This design comes from an exercise in tuning for small area on the open sky130 flow, not from production work.
The RTL was checked by simulation tests, not by an equivalence proof against the original design.
No driver is modelled on the clock port, so clocking that relies on it looks cheaper here than on a real chip.
No activity file was given, so power comes from the tool's default toggle rates.

==> flow/design.v <==
module SDR_tx_rx_ctr(
	input clk,
	input rst,
	input [20:0] tod_h,
	input [10:0] tod_l,
	input TEST_EN,
	output tx_rx_switch,
	output [7:0] read_addr_0,
	input read_ram0_en,
	input [31:0] read_data_0,
	input [9:0] data_addr_in,
	input [9:0] freq_addr_in,
	output reg [9:0] data_addr_out,
	output reg [9:0] freq_addr_out,
	output reg [31:0] Tl_r,
	output reg [15:0] Tr,
	output PTT,
	output AD_SHDN,
	output reg led1
	);
reg [3:0] ra;
reg [31:0] Tl;
reg [15:0] Tx_hi;
reg [9:0] Tx_lo;
reg [9:0] Tx_rn;           
reg st_idle, st_tx;        
reg sw;
reg [24:0] lfsr;
assign read_addr_0 = {4'd0, ra};
assign tx_rx_switch = sw;
assign PTT = sw;
assign AD_SHDN = 1'b0;
function [10:0] addp1;
	input [9:0] a, b;
	integer i;
	reg c;
	begin
		c = 1'b1;
		for (i = 0; i < 10; i = i + 1) begin
			addp1[i] = a[i] ^ b[i] ^ c;
			c = (a[i] & b[i]) | (c & (a[i] ^ b[i]));
		end
		addp1[10] = c;
	end
endfunction
wire ra_10 = ra[3] & ra[1];
wire ld_tl = (ra == 4'd2);
wire ld_tx = ra[2] & !ra[1] & ra[0];
always @(posedge clk or posedge rst)
	if (rst)
		ra <= 4'd0;
	else if (!read_ram0_en)
		ra <= 4'd0;
	else if (!ra_10)
		ra <= {ra[3] | (ra[2] & ra[1] & ra[0]), ra[2] ^ (ra[1] & ra[0]), ra[1] ^ ra[0], !ra[0]};
always @(posedge clk or posedge rst)
	if (rst) begin
		Tl <= 32'd0;
		Tx_hi <= 16'd0;
		Tx_lo <= 10'd0;
	end else if (TEST_EN) begin
		Tl <= 32'hFFFF0380;
		Tx_hi <= 16'h0380;
		Tx_lo <= 10'd0;
	end else if (read_ram0_en) begin
		if (ld_tl) Tl <= read_data_0;
		if (ld_tx) begin
			Tx_hi <= read_data_0[31:16];
			Tx_lo <= read_data_0[9:0];
		end
	end
wire tod_l0 = (tod_l == 11'd0);
wire ev = (tod_h == 21'd975) && tod_l0;
always @(posedge clk or posedge rst)
	if (rst) begin
		Tl_r <= 32'd0;
		Tr <= 16'd0;
	end else if (ev) begin
		Tl_r <= Tl;
		Tr <= Tx_hi;
	end
always @(posedge clk)
	if (ev)
		Tx_rn <= ~Tx_lo;
wire [10:0] s = addp1(tod_h[9:0], Tx_rn);
wire txr0 = (Tx_rn == 10'h3ff);
wire tod_h_hi0 = (tod_h[20:11] == 10'd0);
wire begin_hit = tod_h_hi0 && !tod_h[10] && tod_l0 &&
	(txr0 ? (s[9:0] == 10'd976) : (s[9:0] == 10'h3ff && !s[10]));
wire end_hit = tod_h_hi0 && tod_l0 && (s[9:0] == Tl_r[9:0]) && (s[10] != tod_h[10]);
wire hi_ff = (Tl_r[31:16] == 16'hffff);
wire lo_0 = (Tl_r[15:0] == 16'h0);
wire hold976 = (tod_h == 21'd976) && (tod_l < 11'd449);
always @(posedge clk or posedge rst)
	if (rst) begin
		st_idle <= 1'b1;
		st_tx <= 1'b0;
	end else if (st_idle) begin
		if (hi_ff) begin
			if (lo_0) begin
				st_idle <= 1'b0;
			end else if (!hold976) begin
				st_idle <= 1'b0;
				st_tx <= 1'b1;
			end
		end
	end else if (st_tx) begin
		if (end_hit) st_tx <= 1'b0;
	end else begin
		if (!lo_0 && begin_hit) st_tx <= 1'b1;
	end
wire [9:0] noff = Tx_rn | {10{!st_tx}};
wire [10:0] dsum = addp1(data_addr_in, noff);
wire [10:0] fsum = addp1(freq_addr_in, noff);
always @(posedge clk or posedge rst)
	if (rst) begin
		sw <= 1'b0;
		data_addr_out <= 10'd0;
		freq_addr_out <= 10'd0;
	end else begin
		sw <= st_tx;
		data_addr_out <= dsum[9:0];
		freq_addr_out <= fsum[9:0];
	end
wire led_hit = ((lfsr & 25'h1ffff9d) == (25'h0126024 & 25'h1ffff9d));
always @(posedge clk or posedge rst)
	if (rst) begin
		lfsr <= 25'h024c049;
		led1 <= 1'b1;
	end else begin
		lfsr <= {lfsr[23:0], lfsr[24] ^ lfsr[21] ^ led_hit};
		if (st_idle)
			led1 <= led1 ^ led_hit;
		else
			led1 <= !st_tx;
	end
endmodule
==> flow/config.mk <==
export PLATFORM = sky130hd
export DESIGN_NAME = SDR_tx_rx_ctr
export DESIGN_NICKNAME = SDR_tx_rx_ctr
export VERILOG_FILES = /design/flow/design.v
export SDC_FILE = /design/flow/constraint.sdc
export NUM_CORES = 4
export LEC_CHECK = 0
export CAP_MARGIN = 10
export CORE_MARGIN = 2
export CORE_UTILIZATION = 75
export PLACE_DENSITY = 0.85
export SLEW_MARGIN = 10
==> flow/constraint.sdc <==
create_clock -name core_clock -period 10.0 [get_ports {clk}]
set_input_delay 2.0000 -clock core_clock [delete_from_list [all_inputs] [get_ports {clk}]]
set_output_delay 2.0000 -clock core_clock [all_outputs]
set_load 0.01 [all_outputs]
standard.sh (not shown) runs the stock make flow with config.mk's settings and CLKGATE_MAP_FILE= SYNTH_SCRIPT=/design/flow/synth_recipe.tcl, a recipe that flattens the netlist after the stock synthesis.
==> flow/flow/run.sh <==
#!/bin/bash
# Own layout flow, area-oriented.
#  1. Synthesis: the standard synthesis script (synth_recipe.tcl) with
#     ABC_AREA=1, SYNTH_ARGS=-noabc (no early "abc -fast" inside yosys synth,
#     so the ripple adders keep their polarity when full adders are
#     extracted), and ABC's area script replaced by one of flow/abc_*.script,
#     with a few cells kept out of ABC's mapping only (mux2 and some o*ai
#     cells, which ABC tends to pair with extra inverters). Each recipe
#     (script x cell set) is tried in a scratch folder and the one giving the
#     smallest synthesised area is then run for real through standard.sh.
#  2. the standard layout (standard.sh finish), with ports buffered by
#     buf_1 and a clock tree of clkbuf_4 without dummy loads; leaf buffers
#     whose flip-flop clock slew would be high are upsized (flow/post_cts.tcl).
# Each tool run's output goes to a log file in this folder.
set -euo pipefail
W=$PWD
DU=$(make -s -C $FLOW_HOME DESIGN_CONFIG=$W/config.mk WORK_HOME=$W/orfs_q print-DONT_USE_CELLS | sed 's/^DONT_USE_CELLS = //')
rm -rf $W/orfs_q
X2="sky130_fd_sc_hd__mux2_1 sky130_fd_sc_hd__mux2_2 sky130_fd_sc_hd__mux2i_1 sky130_fd_sc_hd__o22ai_1 sky130_fd_sc_hd__o221ai_1 sky130_fd_sc_hd__o21ai_0"
X3="$X2 sky130_fd_sc_hd__o21ai_1 sky130_fd_sc_hd__o32ai_1"
for s in $W/flow/abc_*.script; do
  n=$(basename $s .script)
  mkdir -p $W/scripts_$n
  cp -r $FLOW_HOME/scripts/. $W/scripts_$n/
  cp $s $W/scripts_$n/abc_area.script
done
# the make command of standard.sh, in a scratch WORK_HOME
grep '^make ' standard.sh > $W/make_line.txt
try() { # name scriptdir xdu
  sed "s|WORK_HOME=[^ ]*|WORK_HOME=$W/try_$1|" $W/make_line.txt > $W/try_$1.sh
  set +e
  bash -c "set -euo pipefail; $(cat $W/try_$1.sh)" _ SCRIPTS_DIR=$2 ABC_AREA=1 SYNTH_ARGS=-noabc "DONT_USE_CELLS=$DU $3" synth > $W/try_$1.log 2>&1
  set -e
}
recipes=()
for s in $W/flow/abc_*.script; do
  n=$(basename $s .script)
  recipes+=("${n}_x2|$W/scripts_$n|$X2" "${n}_x3|$W/scripts_$n|$X3")
done
i=0
for r in "${recipes[@]}"; do
  IFS='|' read -r name dir xdu <<< "$r"
  try $name $dir "$xdu" &
  i=$((i+1))
  if (( i % ${NUM_CORES:-4} == 0 )); then wait; fi
done
wait
best=""; bestarea=""
for r in "${recipes[@]}"; do
  IFS='|' read -r name dir xdu <<< "$r"
  a=$(grep -h "Chip area" $W/try_$name/reports/*/SDR_tx_rx_ctr/base/synth_stat.txt 2>/dev/null | awk '{print $NF}' || true)
  echo "recipe $name area ${a:-failed}" >> $W/recipes.log
  if [[ -n "$a" ]] && { [[ -z "$bestarea" ]] || awk "BEGIN{exit !($a < $bestarea)}"; }; then best=$r; bestarea=$a; fi
done
echo "best $best $bestarea" >> $W/recipes.log
IFS='|' read -r name dir xdu <<< "$best"
rm -rf $W/try_*/objects $W/try_*/results
bash standard.sh SCRIPTS_DIR=$dir ABC_AREA=1 SYNTH_ARGS=-noabc "DONT_USE_CELLS=$DU $xdu" synth > $W/synth_make.log 2>&1
grep -h "Chip area" $W/orfs/reports/*/SDR_tx_rx_ctr/base/synth_stat.txt >> $W/recipes.log
bash standard.sh \
  "BUFFER_PORTS_ARGS=-buffer_cell sky130_fd_sc_hd__buf_1" \
  "CTS_ARGS=-sink_clustering_enable -repair_clock_nets -dont_use_dummy_load -buf_list sky130_fd_sc_hd__clkbuf_4" \
  POST_CTS_TCL=$W/flow/post_cts.tcl \
  finish > $W/flow_make.log 2>&1
==> flow/flow/post_cts.tcl <==
estimate_parasitics -placement
array set worst {}
foreach pin [all_registers -clock_pins] {
  set net [get_nets -of_objects $pin]
  set drv [get_cells -of_objects [lindex [get_pins -of_objects $net -filter "direction==output"] 0]]
  set name [get_full_name $drv]
  set s [get_property $pin slew_max]
  if {![info exists worst($name)] || $s > $worst($name)} { set worst($name) $s }
}
set changed 0
foreach name [array names worst] {
  set ref [get_property [get_cells $name] ref_name]
  if {$worst($name) > 0.095 && $ref eq "sky130_fd_sc_hd__clkbuf_4"} {
    puts "post_cts: $name ($ref) worst sink slew $worst($name) -> clkbuf_8"
    replace_cell [get_cells $name] sky130_fd_sc_hd__clkbuf_8
    incr changed
  }
}
if {$changed} {
  detailed_placement
  check_placement -verbose
  estimate_parasitics -placement
}
Other scripts of this flow, unchanged in this note and not shown: flow/flow/abc_b3.script, flow/flow/abc_c5.script, flow/flow/abc_d1.script, flow/flow/abc_d7.script
The first run completed without violations.
Change:
--- a/flow/flow/run.sh
+++ b/flow/flow/run.sh
@@ -12,3 +12,4 @@
 #     buf_1 and a clock tree of clkbuf_4 without dummy loads; leaf buffers
-#     whose flip-flop clock slew would be high are upsized (flow/post_cts.tcl).
+#     whose flip-flop clock slew would be high are upsized (flow/post_cts.tcl);
+#     one tie cell drives all constant outputs.
 # Each tool run's output goes to a log file in this folder.
@@ -63,2 +64,3 @@
   POST_CTS_TCL=$W/flow/post_cts.tcl \
+  SKIP_REPAIR_TIE_FANOUT=1 \
   finish > $W/flow_make.log 2>&1
--- a/flow/flow/post_cts.tcl
+++ b/flow/flow/post_cts.tcl
@@ -12,3 +12,3 @@
   set ref [get_property [get_cells $name] ref_name]
-  if {$worst($name) > 0.095 && $ref eq "sky130_fd_sc_hd__clkbuf_4"} {
+  if {$worst($name) > 0.10 && $ref eq "sky130_fd_sc_hd__clkbuf_4"} {
     puts "post_cts: $name ($ref) worst sink slew $worst($name) -> clkbuf_8"
- CORE_UTILIZATION: 75 -> 80
- PLACE_DENSITY: 0.85 -> 0.88
Cell area hardly moves.
Hold slack improves by 26 ps.
Setup slack degrades by 920 ps.
Critical path depth came out higher by 2.
Total power came out higher by about 3%.
Clock power rises by about 7%.
Global-route usage rises by 19 points.
Register-to-register slack gets worse by 990 ps.
Change:
- CORE_UTILIZATION: 80 -> 75
- PLACE_DENSITY: 0.88 -> 0.85
=> The changed run completed with no timing, DRC or antenna violations; maximum frequency increases by about a fifth; global-route usage decreases by 21 points; via count decreases by roughly a tenth; final cell count increases slightly; synthesized area stays the same; final area stays flat; die area increases by a few percent; synthesized cell count is unchanged; first-iteration DRC count decreases by well over a third.
Change:
--- a/flow/flow/post_cts.tcl
+++ b/flow/flow/post_cts.tcl
@@ -12,3 +12,3 @@
   set ref [get_property [get_cells $name] ref_name]
-  if {$worst($name) > 0.10 && $ref eq "sky130_fd_sc_hd__clkbuf_4"} {
+  if {$worst($name) > 0.095 && $ref eq "sky130_fd_sc_hd__clkbuf_4"} {
     puts "post_cts: $name ($ref) worst sink slew $worst($name) -> clkbuf_8"
Register-to-register slack barely changes.
Wire length stays flat.
Synthesized cell count stays the same.
Cell area is about the same.
First-iteration DRC count stays the same.
Clock-buffer cell count is unchanged.
Fmax hardly moves.
Area after synthesis is unchanged.
Total power is higher by 0.45%.

-- static timing again, ports no longer ideal --
Ports are ideal in the flow. The routed layouts listed here were re-timed in OpenROAD.
Step 1 (the two cells are an assumption about what drives the block):
set clk [get_ports {clk}]
set_driving_cell -lib_cell sky130_fd_sc_hd__clkbuf_16 $clk
set_driving_cell -lib_cell sky130_fd_sc_hd__buf_2 [delete_from_list [all_inputs] $clk]
Step 2 times the ports against the registers' clock, not the clock port: input delays grow and output delays shrink by t, the midpoint of the rising clock arrivals with the driver on.
a / b / c = ideal / step 1 / step 2; a / b = the first two.
| run | t, ns | setup WS [ns] | pins driven straight from the clock port |
|---|---|---|---|
| the first run | 0.579 | 3.341 / 3.353 / 2.774 | 1 |
| the second run | 0.603 | 2.417 / 2.424 / 1.822 | 1 |
| the third run | 0.549 | 3.413 / 3.424 / 2.875 | 1 |
| the fourth run | 0.560 | 3.427 / 3.439 / 2.879 | 1 |
After both steps every run listed still meets setup and hold. The setup slack of the second run, which loses most, moves by +0.007 ns with the drivers and by -0.595 ns with both steps.
